This design comes from an exercise in tuning for small area and a short achievable clock period on the open sky130 flow, not from production work.
No functional check of the RTL was part of any run shown here.
Power figures rest on the tool's default switching activity, not on a simulated workload.

==> flow/design.v, too long to show whole: its modules and the start of the top module <==
// module fp_mult: 2217 lines
module fp_mult(
input logic [31:0]    dataA,
input logic [31:0]    dataB,
input logic clock,
output logic [31:0]   result
);
  // ...
==> flow/run.sh <==
#!/bin/bash
# synth_recipe.tcl (not shown) runs the flow's synth.tcl, then flattens the netlist and writes it again
# the make line also repeats each setting of config.mk as NAME=value (left out here)
make -C /OpenROAD-flow-scripts/flow DESIGN_CONFIG=/design/flow/config.mk WORK_HOME=/design/flow/orfs CLKGATE_MAP_FILE= SYNTH_SCRIPT=/design/flow/synth_recipe.tcl finish
==> flow/config.mk <==
export PLATFORM = sky130hd
export DESIGN_NAME = fp_mult
export DESIGN_NICKNAME = fp_mult
export VERILOG_FILES = /design/flow/design.v
export SDC_FILE = /design/flow/constraint.sdc
export NUM_CORES = 4
export LEC_CHECK = 0
export CAP_MARGIN = 20
export CORE_MARGIN = 2
export CORE_UTILIZATION = 40
export SLEW_MARGIN = 20
==> flow/constraint.sdc <==
create_clock -name core_clock -period 9.0 [get_ports {clock}]
set_input_delay 1.8000 -clock core_clock [delete_from_list [all_inputs] [get_ports {clock}]]
set_output_delay 1.8000 -clock core_clock [all_outputs]
set_load 0.01 [all_outputs]
==> summary.txt, run 1 <==
final RePlAce weighted congestion=0.906; metal2 WL=36100 um; post-CTS repair timing setup buffer count=0; placeable core area=61700 um^2; most common library cell in the layout ignoring fill and taps=sky130_fd_sc_hd__a21oi_1; clock tree from TritonCTS=built; P_clk=1.07 mW; clock period minus final worst setup slack=5.87 ns; overall fraction of global-route tracks in use=0.254; top-count cell post-synth=sky130_fd_sc_hd__a21oi_1; worst slew slack as a fraction of its limit=0.278; most frequent cells in the layout=357 x sky130_fd_sc_hd__a21oi_1, 342 x sky130_fd_sc_hd__nor2_1, 334 x sky130_fd_sc_hd__nand2_1, 278 x sky130_fd_sc_hd__inv_1, 263 x sky130_fd_sc_hd__fa_1; Critical R2R Launch=r2_4_0; Routed met3 length=7810 um; number of global-route vias before repair=22000; worst IR drop on VDD=228 uV; post-placement cell area=26200 um^2; number of rows created at floorplan=91; power density cells=341 nW/um^2; count of H-tree levels built during CTS=1; share of power burned in combinational logic=0.705; register containing the most flip-flops in the final layout=result; CP top delay family=compound AO/OA/AOI/OAI gates; chain of cells forming the critical path=inv_1 > fa_1 > inv_1 > ha_1 > nor3_1 > a221oi_1 > o2111ai_1 > a21oi_1 > o311a_1 > o211a_4 > o211ai_4 > inv_2 > ha_1 > ha_1 > nand3_1 > nor2_1 > nand3_1 > nor2_1 > nor4b_2 > nand2b_1 > buf_4 > or2_1 > o22ai_1; internal power contribution=4.61 mW; multi-input gates=2391; Max Fanout on Critical Path=26; final global-route overflow total=0; post-route clock period utilization=0.652; outcome=finished clean; Sw Share=0.499; kind of path behind the tightest hold check=flip-flop to flip-flop; Pins Over Slew Limit=0; Hold Path Origin=er1[3]; CLK BUF=37; slew at the pin closest to its max-slew limit=1.08 ns; fraction of synthesized cell area in xor and xnor cells=0.0266
==> run 2: changes to the inputs <==
--- a/flow/design.v
+++ b/flow/design.v
@@ -972,149 +972,106 @@
 wire c580;
 wire s581;
 wire c582;
 logic r2_0_0;
 logic r2_0_1;
 logic r2_1_0;
 logic r2_2_0;
 logic r2_2_1;
-logic r2_2_2;
 logic r2_3_0;
 logic r2_3_1;
 logic r2_4_0;
 logic r2_4_1;
-logic r2_4_2;
 logic r2_5_0;
 logic r2_5_1;
-logic r2_5_2;
 logic r2_6_0;
 logic r2_6_1;
-logic r2_6_2;
 logic r2_7_0;
 logic r2_7_1;
-logic r2_7_2;
 logic r2_8_0;
 logic r2_8_1;
-logic r2_8_2;
 logic r2_9_0;
 logic r2_9_1;
-logic r2_9_2;
 logic r2_10_0;
 logic r2_10_1;
-logic r2_10_2;
 logic r2_11_0;
 logic r2_11_1;
-logic r2_11_2;
 logic r2_12_0;
 logic r2_12_1;
-logic r2_12_2;
 logic r2_13_0;
 logic r2_13_1;
-logic r2_13_2;
 logic r2_14_0;
 logic r2_14_1;
-logic r2_14_2;
 logic r2_15_0;
 logic r2_15_1;
-logic r2_15_2;
 logic r2_16_0;
 logic r2_16_1;
-logic r2_16_2;
 logic r2_17_0;
 logic r2_17_1;
-logic r2_17_2;
 logic r2_18_0;
 logic r2_18_1;
-logic r2_18_2;
 logic r2_19_0;
 logic r2_19_1;
-logic r2_19_2;
 logic r2_20_0;
 logic r2_20_1;
-logic r2_20_2;
 logic r2_21_0;
 logic r2_21_1;
-logic r2_21_2;
 logic r2_22_0;
 logic r2_22_1;
-logic r2_22_2;
 logic r2_23_0;
 logic r2_23_1;
-logic r2_23_2;
 logic r2_24_0;
 logic r2_24_1;
-logic r2_24_2;
 logic r2_25_0;
 logic r2_25_1;
-logic r2_25_2;
 logic r2_26_0;
 logic r2_26_1;
-logic r2_26_2;
 logic r2_27_0;
 logic r2_27_1;
-logic r2_27_2;
 logic r2_28_0;
 logic r2_28_1;
-logic r2_28_2;
 logic r2_29_0;
 logic r2_29_1;
-logic r2_29_2;
 logic r2_30_0;
 logic r2_30_1;
-logic r2_30_2;
 logic r2_31_0;
 logic r2_31_1;
-logic r2_31_2;
 logic r2_32_0;
 logic r2_32_1;
-logic r2_32_2;
 logic r2_33_0;
 logic r2_33_1;
-logic r2_33_2;
 logic r2_34_0;
 logic r2_34_1;
-logic r2_34_2;
 logic r2_35_0;
 logic r2_35_1;
-logic r2_35_2;
 logic r2_36_0;
 logic r2_36_1;
-logic r2_36_2;
 logic r2_37_0;
 logic r2_37_1;
-logic r2_37_2;
 logic r2_38_0;
 logic r2_38_1;
-logic r2_38_2;
 logic r2_39_0;
 logic r2_39_1;
-logic r2_39_2;
 logic r2_40_0;
 logic r2_40_1;
-logic r2_40_2;
 logic r2_41_0;
 logic r2_41_1;
-logic r2_41_2;
 logic r2_42_0;
 logic r2_42_1;
-logic r2_42_2;
 logic r2_43_0;
 logic r2_43_1;
-logic r2_43_2;
 logic r2_44_0;
 logic r2_44_1;
-logic r2_44_2;
 logic r2_45_0;
 logic r2_45_1;
-logic r2_45_2;
 logic r2_46_0;
 logic r2_46_1;
-logic r2_46_2;
 logic r2_47_0;
+logic r2_47_1;
 assign bo0 = mb[0];
 assign bt0 = ((mb[1] & ~mb[0]));
 assign pp0_0 = (((bo0 & ma[0])) ^ mb[1]);
 assign pp0_1 = (((bo0 & ma[1]) | (bt0 & ma[0])) ^ mb[1]);
 assign pp0_2 = (((bo0 & ma[2]) | (bt0 & ma[1])) ^ mb[1]);
 assign pp0_3 = (((bo0 & ma[3]) | (bt0 & ma[2])) ^ mb[1]);
 assign pp0_4 = (((bo0 & ma[4]) | (bt0 & ma[3])) ^ mb[1]);
 assign pp0_5 = (((bo0 & ma[5]) | (bt0 & ma[4])) ^ mb[1]);
@@ -1955,255 +1912,212 @@
 assign s485 = k11 ^ c402 ^ c404;
 assign c486 = (k11 & c402) | (k11 & c404) | (c402 & c404);
 assign s487 = pp12_19 ^ pp9_24 ^ c406;
 assign c488 = (pp12_19 & pp9_24) | (pp12_19 & c406) | (pp9_24 & c406);
 assign s489 = pp11_22 ^ pp12_20 ^ k12;
 assign c490 = (pp11_22 & pp12_20) | (pp11_22 & k12) | (pp12_20 & k12);
 assign s491 = bnn10 ^ pp11_23 ^ pp12_21;
 assign c492 = (bnn10 & pp11_23) | (bnn10 & pp12_21) | (pp11_23 & pp12_21);
-assign s493 = r2_2_0 ^ r2_2_1;
-assign c494 = r2_2_0 & r2_2_1;
-assign s495 = r2_3_0 ^ r2_3_1;
-assign c496 = r2_3_0 & r2_3_1;
-assign s497 = r2_4_0 ^ r2_4_1 ^ r2_4_2;
-assign c498 = (r2_4_0 & r2_4_1) | (r2_4_0 & r2_4_2) | (r2_4_1 & r2_4_2);
-assign s499 = r2_5_0 ^ r2_5_1 ^ r2_5_2;
-assign c500 = (r2_5_0 & r2_5_1) | (r2_5_0 & r2_5_2) | (r2_5_1 & r2_5_2);
-assign s501 = r2_6_0 ^ r2_6_1 ^ r2_6_2;
-assign c502 = (r2_6_0 & r2_6_1) | (r2_6_0 & r2_6_2) | (r2_6_1 & r2_6_2);
-assign s503 = r2_7_0 ^ r2_7_1 ^ r2_7_2;
-assign c504 = (r2_7_0 & r2_7_1) | (r2_7_0 & r2_7_2) | (r2_7_1 & r2_7_2);
-assign s505 = r2_8_0 ^ r2_8_1 ^ r2_8_2;
-assign c506 = (r2_8_0 & r2_8_1) | (r2_8_0 & r2_8_2) | (r2_8_1 & r2_8_2);
-assign s507 = r2_9_0 ^ r2_9_1 ^ r2_9_2;
-assign c508 = (r2_9_0 & r2_9_1) | (r2_9_0 & r2_9_2) | (r2_9_1 & r2_9_2);
-assign s509 = r2_10_0 ^ r2_10_1 ^ r2_10_2;
-assign c510 = (r2_10_0 & r2_10_1) | (r2_10_0 & r2_10_2) | (r2_10_1 & r2_10_2);
-assign s511 = r2_11_0 ^ r2_11_1 ^ r2_11_2;
-assign c512 = (r2_11_0 & r2_11_1) | (r2_11_0 & r2_11_2) | (r2_11_1 & r2_11_2);
-assign s513 = r2_12_0 ^ r2_12_1 ^ r2_12_2;
-assign c514 = (r2_12_0 & r2_12_1) | (r2_12_0 & r2_12_2) | (r2_12_1 & r2_12_2);
-assign s515 = r2_13_0 ^ r2_13_1 ^ r2_13_2;
-assign c516 = (r2_13_0 & r2_13_1) | (r2_13_0 & r2_13_2) | (r2_13_1 & r2_13_2);
-assign s517 = r2_14_0 ^ r2_14_1 ^ r2_14_2;
-assign c518 = (r2_14_0 & r2_14_1) | (r2_14_0 & r2_14_2) | (r2_14_1 & r2_14_2);
-assign s519 = r2_15_0 ^ r2_15_1 ^ r2_15_2;
-assign c520 = (r2_15_0 & r2_15_1) | (r2_15_0 & r2_15_2) | (r2_15_1 & r2_15_2);
-assign s521 = r2_16_0 ^ r2_16_1 ^ r2_16_2;
-assign c522 = (r2_16_0 & r2_16_1) | (r2_16_0 & r2_16_2) | (r2_16_1 & r2_16_2);
-assign s523 = r2_17_0 ^ r2_17_1 ^ r2_17_2;
-assign c524 = (r2_17_0 & r2_17_1) | (r2_17_0 & r2_17_2) | (r2_17_1 & r2_17_2);
-assign s525 = r2_18_0 ^ r2_18_1 ^ r2_18_2;
-assign c526 = (r2_18_0 & r2_18_1) | (r2_18_0 & r2_18_2) | (r2_18_1 & r2_18_2);
-assign s527 = r2_19_0 ^ r2_19_1 ^ r2_19_2;
-assign c528 = (r2_19_0 & r2_19_1) | (r2_19_0 & r2_19_2) | (r2_19_1 & r2_19_2);
-assign s529 = r2_20_0 ^ r2_20_1 ^ r2_20_2;
-assign c530 = (r2_20_0 & r2_20_1) | (r2_20_0 & r2_20_2) | (r2_20_1 & r2_20_2);
-assign s531 = r2_21_0 ^ r2_21_1 ^ r2_21_2;
-assign c532 = (r2_21_0 & r2_21_1) | (r2_21_0 & r2_21_2) | (r2_21_1 & r2_21_2);
-assign s533 = r2_22_0 ^ r2_22_1 ^ r2_22_2;
-assign c534 = (r2_22_0 & r2_22_1) | (r2_22_0 & r2_22_2) | (r2_22_1 & r2_22_2);
-assign s535 = r2_23_0 ^ r2_23_1 ^ r2_23_2;
-assign c536 = (r2_23_0 & r2_23_1) | (r2_23_0 & r2_23_2) | (r2_23_1 & r2_23_2);
-assign s537 = r2_24_0 ^ r2_24_1 ^ r2_24_2;
-assign c538 = (r2_24_0 & r2_24_1) | (r2_24_0 & r2_24_2) | (r2_24_1 & r2_24_2);
-assign s539 = r2_25_0 ^ r2_25_1 ^ r2_25_2;
-assign c540 = (r2_25_0 & r2_25_1) | (r2_25_0 & r2_25_2) | (r2_25_1 & r2_25_2);
-assign s541 = r2_26_0 ^ r2_26_1 ^ r2_26_2;
-assign c542 = (r2_26_0 & r2_26_1) | (r2_26_0 & r2_26_2) | (r2_26_1 & r2_26_2);
-assign s543 = r2_27_0 ^ r2_27_1 ^ r2_27_2;
-assign c544 = (r2_27_0 & r2_27_1) | (r2_27_0 & r2_27_2) | (r2_27_1 & r2_27_2);
-assign s545 = r2_28_0 ^ r2_28_1 ^ r2_28_2;
-assign c546 = (r2_28_0 & r2_28_1) | (r2_28_0 & r2_28_2) | (r2_28_1 & r2_28_2);
-assign s547 = r2_29_0 ^ r2_29_1 ^ r2_29_2;
-assign c548 = (r2_29_0 & r2_29_1) | (r2_29_0 & r2_29_2) | (r2_29_1 & r2_29_2);
-assign s549 = r2_30_0 ^ r2_30_1 ^ r2_30_2;
-assign c550 = (r2_30_0 & r2_30_1) | (r2_30_0 & r2_30_2) | (r2_30_1 & r2_30_2);
-assign s551 = r2_31_0 ^ r2_31_1 ^ r2_31_2;
-assign c552 = (r2_31_0 & r2_31_1) | (r2_31_0 & r2_31_2) | (r2_31_1 & r2_31_2);
-assign s553 = r2_32_0 ^ r2_32_1 ^ r2_32_2;
-assign c554 = (r2_32_0 & r2_32_1) | (r2_32_0 & r2_32_2) | (r2_32_1 & r2_32_2);
-assign s555 = r2_33_0 ^ r2_33_1 ^ r2_33_2;
-assign c556 = (r2_33_0 & r2_33_1) | (r2_33_0 & r2_33_2) | (r2_33_1 & r2_33_2);
-assign s557 = r2_34_0 ^ r2_34_1 ^ r2_34_2;
-assign c558 = (r2_34_0 & r2_34_1) | (r2_34_0 & r2_34_2) | (r2_34_1 & r2_34_2);
-assign s559 = r2_35_0 ^ r2_35_1 ^ r2_35_2;
-assign c560 = (r2_35_0 & r2_35_1) | (r2_35_0 & r2_35_2) | (r2_35_1 & r2_35_2);
-assign s561 = r2_36_0 ^ r2_36_1 ^ r2_36_2;
-assign c562 = (r2_36_0 & r2_36_1) | (r2_36_0 & r2_36_2) | (r2_36_1 & r2_36_2);
-assign s563 = r2_37_0 ^ r2_37_1 ^ r2_37_2;
-assign c564 = (r2_37_0 & r2_37_1) | (r2_37_0 & r2_37_2) | (r2_37_1 & r2_37_2);
-assign s565 = r2_38_0 ^ r2_38_1 ^ r2_38_2;
-assign c566 = (r2_38_0 & r2_38_1) | (r2_38_0 & r2_38_2) | (r2_38_1 & r2_38_2);
-assign s567 = r2_39_0 ^ r2_39_1 ^ r2_39_2;
-assign c568 = (r2_39_0 & r2_39_1) | (r2_39_0 & r2_39_2) | (r2_39_1 & r2_39_2);
-assign s569 = r2_40_0 ^ r2_40_1 ^ r2_40_2;
-assign c570 = (r2_40_0 & r2_40_1) | (r2_40_0 & r2_40_2) | (r2_40_1 & r2_40_2);
-assign s571 = r2_41_0 ^ r2_41_1 ^ r2_41_2;
-assign c572 = (r2_41_0 & r2_41_1) | (r2_41_0 & r2_41_2) | (r2_41_1 & r2_41_2);
-assign s573 = r2_42_0 ^ r2_42_1 ^ r2_42_2;
-assign c574 = (r2_42_0 & r2_42_1) | (r2_42_0 & r2_42_2) | (r2_42_1 & r2_42_2);
-assign s575 = r2_43_0 ^ r2_43_1 ^ r2_43_2;
-assign c576 = (r2_43_0 & r2_43_1) | (r2_43_0 & r2_43_2) | (r2_43_1 & r2_43_2);
-assign s577 = r2_44_0 ^ r2_44_1 ^ r2_44_2;
-assign c578 = (r2_44_0 & r2_44_1) | (r2_44_0 & r2_44_2) | (r2_44_1 & r2_44_2);
-assign s579 = r2_45_0 ^ r2_45_1 ^ r2_45_2;
-assign c580 = (r2_45_0 & r2_45_1) | (r2_45_0 & r2_45_2) | (r2_45_1 & r2_45_2);
-assign s581 = r2_46_0 ^ r2_46_1 ^ r2_46_2;
-assign c582 = (r2_46_0 & r2_46_1) | (r2_46_0 & r2_46_2) | (r2_46_1 & r2_46_2);
+assign s493 = mb[3] ^ pp0_2;
+assign c494 = mb[3] & pp0_2;
+assign s495 = pp0_3 ^ pp1_1;
+assign c496 = pp0_3 & pp1_1;
+assign s497 = pp1_2 ^ pp2_0 ^ s409;
+assign c498 = (pp1_2 & pp2_0) | (pp1_2 & s409) | (pp2_0 & s409);
+assign s499 = pp2_1 ^ c410 ^ s411;
+assign c500 = (pp2_1 & c410) | (pp2_1 & s411) | (c410 & s411);
+assign s501 = c412 ^ s265 ^ s413;
+assign c502 = (c412 & s265) | (c412 & s413) | (s265 & s413);
+assign s503 = s267 ^ c414 ^ s415;
+assign c504 = (s267 & c414) | (s267 & s415) | (c414 & s415);
+assign s505 = s269 ^ c416 ^ s417;
+assign c506 = (s269 & c416) | (s269 & s417) | (c416 & s417);
+assign s507 = s273 ^ c418 ^ s419;
+assign c508 = (s273 & c418) | (s273 & s419) | (c418 & s419);
+assign s509 = c420 ^ s279 ^ s421;
+assign c510 = (c420 & s279) | (c420 & s421) | (s279 & s421);
+assign s511 = s283 ^ c422 ^ s423;
+assign c512 = (s283 & c422) | (s283 & s423) | (c422 & s423);
+assign s513 = s287 ^ c424 ^ s425;
+assign c514 = (s287 & c424) | (s287 & s425) | (c424 & s425);
+assign s515 = s291 ^ c426 ^ s427;
+assign c516 = (s291 & c426) | (s291 & s427) | (c426 & s427);
+assign s517 = s295 ^ c428 ^ s429;
+assign c518 = (s295 & c428) | (s295 & s429) | (c428 & s429);
+assign s519 = s299 ^ c430 ^ s431;
+assign c520 = (s299 & c430) | (s299 & s431) | (c430 & s431);
+assign s521 = c432 ^ s303 ^ s433;
+assign c522 = (c432 & s303) | (c432 & s433) | (s303 & s433);
+assign s523 = c434 ^ s307 ^ s435;
+assign c524 = (c434 & s307) | (c434 & s435) | (s307 & s435);
+assign s525 = s311 ^ c436 ^ s437;
+assign c526 = (s311 & c436) | (s311 & s437) | (c436 & s437);
+assign s527 = s315 ^ c438 ^ s439;
+assign c528 = (s315 & c438) | (s315 & s439) | (c438 & s439);
+assign s529 = s319 ^ c440 ^ s441;
+assign c530 = (s319 & c440) | (s319 & s441) | (c440 & s441);
+assign s531 = s323 ^ c442 ^ s443;
+assign c532 = (s323 & c442) | (s323 & s443) | (c442 & s443);
+assign s533 = s327 ^ c444 ^ s445;
+assign c534 = (s327 & c444) | (s327 & s445) | (c444 & s445);
+assign s535 = s331 ^ c446 ^ s447;
+assign c536 = (s331 & c446) | (s331 & s447) | (c446 & s447);
+assign s537 = s335 ^ c448 ^ s449;
+assign c538 = (s335 & c448) | (s335 & s449) | (c448 & s449);
+assign s539 = s339 ^ c450 ^ s451;
+assign c540 = (s339 & c450) | (s339 & s451) | (c450 & s451);
+assign s541 = s343 ^ c452 ^ s453;
+assign c542 = (s343 & c452) | (s343 & s453) | (c452 & s453);
+assign s543 = s347 ^ c454 ^ s455;
+assign c544 = (s347 & c454) | (s347 & s455) | (c454 & s455);
+assign s545 = s351 ^ c456 ^ s457;
+assign c546 = (s351 & c456) | (s351 & s457) | (c456 & s457);
+assign s547 = s355 ^ c458 ^ s459;
+assign c548 = (s355 & c458) | (s355 & s459) | (c458 & s459);
+assign s549 = s359 ^ c460 ^ s461;
+assign c550 = (s359 & c460) | (s359 & s461) | (c460 & s461);
+assign s551 = s363 ^ c462 ^ s463;
+assign c552 = (s363 & c462) | (s363 & s463) | (c462 & s463);
+assign s553 = s367 ^ c464 ^ s465;
+assign c554 = (s367 & c464) | (s367 & s465) | (c464 & s465);
+assign s555 = s371 ^ c466 ^ s467;
+assign c556 = (s371 & c466) | (s371 & s467) | (c466 & s467);
+assign s557 = s375 ^ c468 ^ s469;
+assign c558 = (s375 & c468) | (s375 & s469) | (c468 & s469);
+assign s559 = s379 ^ c470 ^ s471;
+assign c560 = (s379 & c470) | (s379 & s471) | (c470 & s471);
+assign s561 = c380 ^ s473 ^ c472;
+assign c562 = (c380 & s473) | (c380 & c472) | (s473 & c472);
+assign s563 = s387 ^ c474 ^ s475;
+assign c564 = (s387 & c474) | (s387 & s475) | (c474 & s475);
+assign s565 = s391 ^ c476 ^ s477;
+assign c566 = (s391 & c476) | (s391 & s477) | (c476 & s477);
+assign s567 = s395 ^ c478 ^ s479;
+assign c568 = (s395 & c478) | (s395 & s479) | (c478 & s479);
+assign s569 = s399 ^ c480 ^ s481;
+assign c570 = (s399 & c480) | (s399 & s481) | (c480 & s481);
+assign s571 = c400 ^ s483 ^ c482;
+assign c572 = (c400 & s483) | (c400 & c482) | (s483 & c482);
+assign s573 = s405 ^ c484 ^ s485;
+assign c574 = (s405 & c484) | (s405 & s485) | (c484 & s485);
+assign s575 = s407 ^ c486 ^ s487;
+assign c576 = (s407 & c486) | (s407 & s487) | (c486 & s487);
+assign s577 = c408 ^ s489 ^ c488;
+assign c578 = (c408 & s489) | (c408 & c488) | (s489 & c488);
+assign s579 = pp10_24 ^ c490 ^ s491;
+assign c580 = (pp10_24 & c490) | (pp10_24 & s491) | (c490 & s491);
+assign s581 = pp12_22 ^ k13 ^ c492;
+assign c582 = (pp12_22 & k13) | (pp12_22 & c492) | (k13 & c492);
 logic s2, nan2, inf2, zero2;
 logic [8:0] er2;
 always_ff @(posedge clock) begin
     s2    <= s1;
     nan2  <= nan1;
     inf2  <= inf1;
     zero2 <= zero1;
     er2   <= er1;
     r2_0_0 <= mb[1];
     r2_0_1 <= pp0_0;
     r2_1_0 <= pp0_1;
-    r2_2_0 <= mb[3];
-    r2_2_1 <= pp0_2;
-    r2_2_2 <= pp1_0;
-    r2_3_0 <= pp0_3;
-    r2_3_1 <= pp1_1;
-    r2_4_0 <= s409;
-    r2_4_1 <= pp1_2;
-    r2_4_2 <= pp2_0;
-    r2_5_0 <= c410;
-    r2_5_1 <= s411;
-    r2_5_2 <= pp2_1;
-    r2_6_0 <= c412;
-    r2_6_1 <= s413;
-    r2_6_2 <= s265;
-    r2_7_0 <= c414;
-    r2_7_1 <= s415;
-    r2_7_2 <= s267;
-    r2_8_0 <= c416;
-    r2_8_1 <= s417;
-    r2_8_2 <= s269;
-    r2_9_0 <= c418;
-    r2_9_1 <= s419;
-    r2_9_2 <= s273;
-    r2_10_0 <= c420;
-    r2_10_1 <= s421;
-    r2_10_2 <= s279;
-    r2_11_0 <= c422;
-    r2_11_1 <= s423;
-    r2_11_2 <= s283;
-    r2_12_0 <= c424;
-    r2_12_1 <= s425;
-    r2_12_2 <= s287;
-    r2_13_0 <= c426;
-    r2_13_1 <= s427;
-    r2_13_2 <= s291;
-    r2_14_0 <= c428;
-    r2_14_1 <= s429;
-    r2_14_2 <= s295;
-    r2_15_0 <= c430;
-    r2_15_1 <= s431;
-    r2_15_2 <= s299;
-    r2_16_0 <= c432;
-    r2_16_1 <= s433;
-    r2_16_2 <= s303;
-    r2_17_0 <= c434;
-    r2_17_1 <= s435;
-    r2_17_2 <= s307;
-    r2_18_0 <= c436;
-    r2_18_1 <= s437;
-    r2_18_2 <= s311;
-    r2_19_0 <= c438;
-    r2_19_1 <= s439;
-    r2_19_2 <= s315;
-    r2_20_0 <= c440;
-    r2_20_1 <= s441;
-    r2_20_2 <= s319;
-    r2_21_0 <= c442;
-    r2_21_1 <= s443;
-    r2_21_2 <= s323;
-    r2_22_0 <= c444;
-    r2_22_1 <= s445;
-    r2_22_2 <= s327;
-    r2_23_0 <= c446;
-    r2_23_1 <= s447;
-    r2_23_2 <= s331;
-    r2_24_0 <= c448;
-    r2_24_1 <= s449;
-    r2_24_2 <= s335;
-    r2_25_0 <= c450;
-    r2_25_1 <= s451;
-    r2_25_2 <= s339;
-    r2_26_0 <= c452;
-    r2_26_1 <= s453;
-    r2_26_2 <= s343;
-    r2_27_0 <= c454;
-    r2_27_1 <= s455;
-    r2_27_2 <= s347;
-    r2_28_0 <= c456;
-    r2_28_1 <= s457;
-    r2_28_2 <= s351;
-    r2_29_0 <= c458;
-    r2_29_1 <= s459;
-    r2_29_2 <= s355;
-    r2_30_0 <= c460;
-    r2_30_1 <= s461;
-    r2_30_2 <= s359;
-    r2_31_0 <= c462;
-    r2_31_1 <= s463;
-    r2_31_2 <= s363;
-    r2_32_0 <= c464;
-    r2_32_1 <= s465;
-    r2_32_2 <= s367;
-    r2_33_0 <= c466;
-    r2_33_1 <= s467;
-    r2_33_2 <= s371;
-    r2_34_0 <= c468;
-    r2_34_1 <= s469;
-    r2_34_2 <= s375;
-    r2_35_0 <= c470;
-    r2_35_1 <= s471;
-    r2_35_2 <= s379;
-    r2_36_0 <= c472;
-    r2_36_1 <= s473;
-    r2_36_2 <= c380;
-    r2_37_0 <= c474;
-    r2_37_1 <= s475;
-    r2_37_2 <= s387;
-    r2_38_0 <= c476;
-    r2_38_1 <= s477;
-    r2_38_2 <= s391;
-    r2_39_0 <= c478;
-    r2_39_1 <= s479;
-    r2_39_2 <= s395;
-    r2_40_0 <= c480;
-    r2_40_1 <= s481;
-    r2_40_2 <= s399;
-    r2_41_0 <= c482;
-    r2_41_1 <= s483;
-    r2_41_2 <= c400;
-    r2_42_0 <= c484;
-    r2_42_1 <= s485;
-    r2_42_2 <= s405;
-    r2_43_0 <= c486;
-    r2_43_1 <= s487;
-    r2_43_2 <= s407;
-    r2_44_0 <= c488;
-    r2_44_1 <= s489;
-    r2_44_2 <= c408;
-    r2_45_0 <= c490;
-    r2_45_1 <= s491;
-    r2_45_2 <= pp10_24;
-    r2_46_0 <= c492;
-    r2_46_1 <= pp12_22;
-    r2_46_2 <= k13;
-    r2_47_0 <= k14;
+    r2_2_0 <= s493;
+    r2_2_1 <= pp1_0;
+    r2_3_0 <= c494;
+    r2_3_1 <= s495;
+    r2_4_0 <= c496;
+    r2_4_1 <= s497;
+    r2_5_0 <= c498;
+    r2_5_1 <= s499;
+    r2_6_0 <= c500;
+    r2_6_1 <= s501;
+    r2_7_0 <= c502;
+    r2_7_1 <= s503;
+    r2_8_0 <= c504;
+    r2_8_1 <= s505;
+    r2_9_0 <= c506;
+    r2_9_1 <= s507;
+    r2_10_0 <= c508;
+    r2_10_1 <= s509;
+    r2_11_0 <= c510;
+    r2_11_1 <= s511;
+    r2_12_0 <= c512;
+    r2_12_1 <= s513;
+    r2_13_0 <= c514;
+    r2_13_1 <= s515;
+    r2_14_0 <= c516;
+    r2_14_1 <= s517;
+    r2_15_0 <= c518;
+    r2_15_1 <= s519;
+    r2_16_0 <= c520;
+    r2_16_1 <= s521;
+    r2_17_0 <= c522;
+    r2_17_1 <= s523;
+    r2_18_0 <= c524;
+    r2_18_1 <= s525;
+    r2_19_0 <= c526;
+    r2_19_1 <= s527;
+    r2_20_0 <= c528;
+    r2_20_1 <= s529;
+    r2_21_0 <= c530;
+    r2_21_1 <= s531;
+    r2_22_0 <= c532;
+    r2_22_1 <= s533;
+    r2_23_0 <= c534;
+    r2_23_1 <= s535;
+    r2_24_0 <= c536;
+    r2_24_1 <= s537;
+    r2_25_0 <= c538;
+    r2_25_1 <= s539;
+    r2_26_0 <= c540;
+    r2_26_1 <= s541;
+    r2_27_0 <= c542;
+    r2_27_1 <= s543;
+    r2_28_0 <= c544;
+    r2_28_1 <= s545;
+    r2_29_0 <= c546;
+    r2_29_1 <= s547;
+    r2_30_0 <= c548;
+    r2_30_1 <= s549;
+    r2_31_0 <= c550;
+    r2_31_1 <= s551;
+    r2_32_0 <= c552;
+    r2_32_1 <= s553;
+    r2_33_0 <= c554;
+    r2_33_1 <= s555;
+    r2_34_0 <= c556;
+    r2_34_1 <= s557;
+    r2_35_0 <= c558;
+    r2_35_1 <= s559;
+    r2_36_0 <= c560;
+    r2_36_1 <= s561;
+    r2_37_0 <= c562;
+    r2_37_1 <= s563;
+    r2_38_0 <= c564;
+    r2_38_1 <= s565;
+    r2_39_0 <= c566;
+    r2_39_1 <= s567;
+    r2_40_0 <= c568;
+    r2_40_1 <= s569;
+    r2_41_0 <= c570;
+    r2_41_1 <= s571;
+    r2_42_0 <= c572;
+    r2_42_1 <= s573;
+    r2_43_0 <= c574;
+    r2_43_1 <= s575;
+    r2_44_0 <= c576;
+    r2_44_1 <= s577;
+    r2_45_0 <= c578;
+    r2_45_1 <= s579;
+    r2_46_0 <= c580;
+    r2_46_1 <= s581;
+    r2_47_0 <= c582;
+    r2_47_1 <= k14;
 end
-wire [47:0] px = {c582, c580, c578, c576, c574, c572, c570, c568, c566, c564, c562, c560, c558, c556, c554, c552, c550, c548, c546, c544, c542, c540, c538, c536, c534, c532, c530, c528, c526, c524, c522, c520, c518, c516, c514, c512, c510, c508, c506, c504, c502, c500, c498, c496, c494, s493, r2_1_0, r2_0_0};
-wire [47:0] py = {r2_47_0, s581, s579, s577, s575, s573, s571, s569, s567, s565, s563, s561, s559, s557, s555, s553, s551, s549, s547, s545, s543, s541, s539, s537, s535, s533, s531, s529, s527, s525, s523, s521, s519, s517, s515, s513, s511, s509, s507, s505, s503, s501, s499, s497, s495, r2_2_2, 1'b0, r2_0_1};
+wire [47:0] px = {r2_47_0, r2_46_0, r2_45_0, r2_44_0, r2_43_0, r2_42_0, r2_41_0, r2_40_0, r2_39_0, r2_38_0, r2_37_0, r2_36_0, r2_35_0, r2_34_0, r2_33_0, r2_32_0, r2_31_0, r2_30_0, r2_29_0, r2_28_0, r2_27_0, r2_26_0, r2_25_0, r2_24_0, r2_23_0, r2_22_0, r2_21_0, r2_20_0, r2_19_0, r2_18_0, r2_17_0, r2_16_0, r2_15_0, r2_14_0, r2_13_0, r2_12_0, r2_11_0, r2_10_0, r2_9_0, r2_8_0, r2_7_0, r2_6_0, r2_5_0, r2_4_0, r2_3_0, r2_2_0, r2_1_0, r2_0_0};
+wire [47:0] py = {r2_47_1, r2_46_1, r2_45_1, r2_44_1, r2_43_1, r2_42_1, r2_41_1, r2_40_1, r2_39_1, r2_38_1, r2_37_1, r2_36_1, r2_35_1, r2_34_1, r2_33_1, r2_32_1, r2_31_1, r2_30_1, r2_29_1, r2_28_1, r2_27_1, r2_26_1, r2_25_1, r2_24_1, r2_23_1, r2_22_1, r2_21_1, r2_20_1, r2_19_1, r2_18_1, r2_17_1, r2_16_1, r2_15_1, r2_14_1, r2_13_1, r2_12_1, r2_11_1, r2_10_1, r2_9_1, r2_8_1, r2_7_1, r2_6_1, r2_5_1, r2_4_1, r2_3_1, r2_2_1, 1'b0, r2_0_1};
 wire [47:0] p = px + py;      
 wire [8:0]  e = er2 + {8'h0, p[47]};
 wire [22:0] m = p[47] ? p[45:23] : p[44:22];
 always_ff @(posedge clock) begin
     if (nan2)
         result <= {s2, 8'hff, 23'h1};
     else if (inf2)
         result <= {s2, 8'hff, 23'h0};
==> summary.txt, run 2 <==
number of global-route vias before repair=22100 (+0.68%); CP endpoint kind=flip-flop; kind of path behind the tightest hold check=flip-flop to flip-flop; largest net degree at the start of global routing=96; #FFs+latches synth=199; Max Fanout on Critical Path=23 (-12%); gate count of the mapped netlist=3199; proportion of register bits with asynchronous set or reset after synthesis=0; yosys warns=1; worst clock skew=0.0275 ns; number of library cell types mapped by synthesis=66; placeable core area=60200 um^2 (-2.4%); most frequent cells in the layout=327 x sky130_fd_sc_hd__a21oi_1, 324 x sky130_fd_sc_hd__nor2_1, 318 x sky130_fd_sc_hd__inv_1, 273 x sky130_fd_sc_hd__nand2_1, 263 x sky130_fd_sc_hd__fa_1; number of clock buffers inserted by TritonCTS=17; Pins Over Slew Limit=0 (unchanged); Clock Tree Root=sky130_fd_sc_hd__clkbuf_16; Synth-to-Final Area Change=7.56%; area fraction of the dominant cell type after synthesis=0.216; Worst-path clk slew=0.09 ns; RSZ-0062 raised after global routing=false; Critical Setup Path Class=flip-flop to flip-flop; mean cell area of the mapped netlist=7.61 um^2; overall fraction of global-route tracks in use=0.267 (+0.0124); share of synthesized area occupied by flip-flops and latches=0.164; register containing the most flip-flops in the final layout=result; final global-route overflow total=0 (unchanged); mean routed wirelength per cell=22.1 um; wire length of the first global-routing pass=130000 um; initial antenna violation count=4; Clock Latency Late Sink=0.50 ns; slew at the pin closest to its max-slew limit=1.14 ns (+0.0558 ns); # clock sinks=199; DRC errors left=0; cell depth of the worst hold path=0; top-count cell post-synth=sky130_fd_sc_hd__nor2_1; Antenna Violating Nets Remaining=0; worst path arrival time=5.88 ns; sum of negative setup slack=0 ns; worst reg-to-reg path cell count=19; Setup Viol. Count Final=0; Critical Path Source Type=flip-flop; count of hold-fix buffers inserted at cts=0; clock period minus final worst setup slack=5.49 ns (-0.375 ns); router iterations before antenna repair=9; worst slew slack as a fraction of its limit=0.242 (-0.0362); starting utilization of the core area=0.404; number of rows created at floorplan=90 (-1.1%); Post-DP HPWL=58800 um; Synthesized Nets=3612; fraction of layout cells with a size suffix above 1=0.0439; post-cts gate resize count=0; end of the worst register-to-register path=result[18]; worst IR drop on VDD=154 uV (-33%); Hold Path End=er2[4]; clock tree from TritonCTS=built; overall routed net length=84800 um; leading cell types by total area after synthesis=sky130_fd_sc_hd__fa_1 22%, sky130_fd_sc_hd__dfxtp_1 16%, sky130_fd_sc_hd__a21oi_1 6.7%; most common library cell in the layout ignoring fill and taps=sky130_fd_sc_hd__a21oi_1; final RePlAce weighted congestion=0.924 (+1.9%); utilization of the core after routing=0.435; data required time of the critical path=9.39 ns; number of nets in the layout=3451; Critical R2R Launch=r2_10_1; Hold Path Origin=er1[4]; power density cells=282 nW/um^2 (-17%); quantity of I/O buffers inserted on ports=96; outcome=finished clean; vias=23300; post-route clock period utilization=0.610 (-0.0417); max cap viols=0; Chip Height=251 um; number of I/O pins=97; leak pwr=10.7 nW; netlist area before placement=24400 um^2; Die X=251 um; top flop regs=result: 32 flops, ma: 23 flops, mb: 23 flops; Max Freq=182 MHz; post-CTS repair timing setup buffer count=0 (unchanged); number of synthesized flops with an enable pin=0; flip-flop count of the largest register after layout=32; Hold Violations, Final=0; dominant synthesized flop cell=sky130_fd_sc_hd__dfxtp_1; count of H-tree levels built during CTS=4 (+3); total of fill cells in the finished design=5896; post-DR vias/cell=6.08; Detailed Route Iter0 Violations=2875; Die Outline Area=62900 um^2; Reg2Reg Setup Slack=3.51 ns; Max Buffers Root-to-Sink=2; cell type with the highest aggregate area in the netlist=sky130_fd_sc_hd__fa_1; most instantiated cells after synthesis=329 x sky130_fd_sc_hd__nor2_1, 327 x sky130_fd_sc_hd__a21oi_1, 318 x sky130_fd_sc_hd__inv_1
run 2: changes by cell type in the layout (fill, tap and decap cells not counted), sizes merged, moves of 22 or more:
cell    change
o22ai      -38
a211oi     +56
dfxtp      -42
o311a      +22
nand2      -61
a221oi     -23
inv        +42
a21oi      -30
o21ai      -33
run 2: power breakdown:
| part | switching (mW) | internal, mW | leakage (nW) |
|---|---|---|---|
| Clock | 0.434 | 0.387 | 0.305 |
| Sequential | 0.123 | 1.25 | 1.68 |
| Combinational | 3.12 | 2.08 | 8.72 |
| Total | 3.68 | 3.71 | 10.7 |
run 2: critical path, cell delays in order (launching register included):
cell                       delay, ns
sky130_fd_sc_hd__dfxtp_1        0.31
sky130_fd_sc_hd__ha_1           0.36
sky130_fd_sc_hd__a21oi_1        0.21
sky130_fd_sc_hd__o21ai_1        0.10
sky130_fd_sc_hd__o31ai_1        0.31
sky130_fd_sc_hd__a31oi_1        0.26
sky130_fd_sc_hd__a221oi_2       0.48
sky130_fd_sc_hd__a21boi_1       0.20
sky130_fd_sc_hd__nor4_1         0.42
sky130_fd_sc_hd__a211oi_4       0.07
sky130_fd_sc_hd__inv_1          0.13
sky130_fd_sc_hd__ha_1           0.18
sky130_fd_sc_hd__ha_1           0.19
sky130_fd_sc_hd__nand3_1        0.14
sky130_fd_sc_hd__nor2_1         0.20
sky130_fd_sc_hd__nand3_1        0.12
sky130_fd_sc_hd__nand2_1        0.08
sky130_fd_sc_hd__nor4b_2        0.57
sky130_fd_sc_hd__nand2b_1       0.68
sky130_fd_sc_hd__a211oi_1       0.36
run 2: worst max-delay path by stage:
stage                 endpoint    start  cells past startpoint  slack (ns)
floorplan           result[19]   r2_5_0                     21        4.60
global placement    result[18]  r2_10_0                     19        3.76
detailed placement  result[18]  r2_10_0                     19        3.53
CTS                 result[18]  r2_10_1                     19        3.49
global route        result[18]  r2_10_1                     19        2.96
finish              result[18]  r2_10_1                     19        3.51
run 2: metal layers:
metal | share of wire | up-vias | track usage
met5 | 0.00015 | - | 0
met4 | 0.031 | 2 | 0.0914
met3 | 0.11 | 153 | 0.0708
met2 | 0.43 | 1307 | 0.401
met1 | 0.43 | 11200 | 0.370
li1 | - | 10700 | -
run 2: cell type report:
class	instances	area [um^2]	area share
Multi-Input combinational cell	2334	17900	0.683
Sequential cell	199	4020	0.153
Timing Repair Buffer	161	1450	0.0553
Inverter	325	1220	0.0466
Tap cell	782	978	0.0374
Clock buffer	17	425	0.0162
Clock inverter	15	210	0.00802
Antenna cell	2	5.00	0.000191
run 2: logic make-up (layout without fill, tap and decap cells):
| group | after synthesis | count (layout) | share of synthesized area |
|---|---|---|---|
| multiplexers | 23 | 23 | 0.00945 |
| buffers and inverters | 666 | 518 | 0.103 |
| other | 0 | 2 | 0 |
| flip-flops | 199 | 199 | 0.164 |
| AO/OA/AOI/OAI | 1056 | 1056 | 0.278 |
| adder cells (fa/ha/maj) | 404 | 404 | 0.283 |
| XOR/XNOR | 77 | 77 | 0.0277 |
| AND/OR/NAND/NOR | 774 | 774 | 0.135 |
run 2: through the flow:
step / total power [mW] / setup WS, ns / area [um^2] / hold slack (ns) / std cells
after floorplan: 4.69 / 4.60 / 24400 / 0.310 / 3199
after global routing: 8.07 / 2.96 / 26200 / 0.335 / 3833
after detailed placement: 6.49 / 3.53 / 25500 / 0.313 / 3801
after global placement: 6.37 / 3.76 / 25500 / 0.313 / 3801
final: 7.39 / 3.51 / 26200 / 0.330 / 3835
after CTS: 7.34 / 3.49 / 26200 / 0.332 / 3833

-- re-timing with driven ports --
The flow's constraints put no driver on any port. The routed layouts listed below were extracted and timed again, unchanged, in two steps.
Step 1 (the two cells are an assumption about what drives the block):
set clk [get_ports {clock}]
set_driving_cell -lib_cell sky130_fd_sc_hd__clkbuf_16 $clk
set_driving_cell -lib_cell sky130_fd_sc_hd__buf_2 [delete_from_list [all_inputs] $clk]
Step 2 times the ports against the registers' clock, not the clock port: input delays grow and output delays shrink by t, the midpoint of the rising clock arrivals with the driver on.
Three values: ideal ports, drivers, drivers and shift; two values: the first two.
run	shift t [ns]	setup WS [ns]	latest minus earliest clock arrival (ns)	worst data-port slew with drivers (ns)
run 1	0.644	3.133 / 3.133 / 3.133	0.027 / 0.028	0.04
run 2	0.541	3.509 / 3.509 / 3.509	0.027 / 0.028	0.04
After both steps every run listed still meets setup and hold.
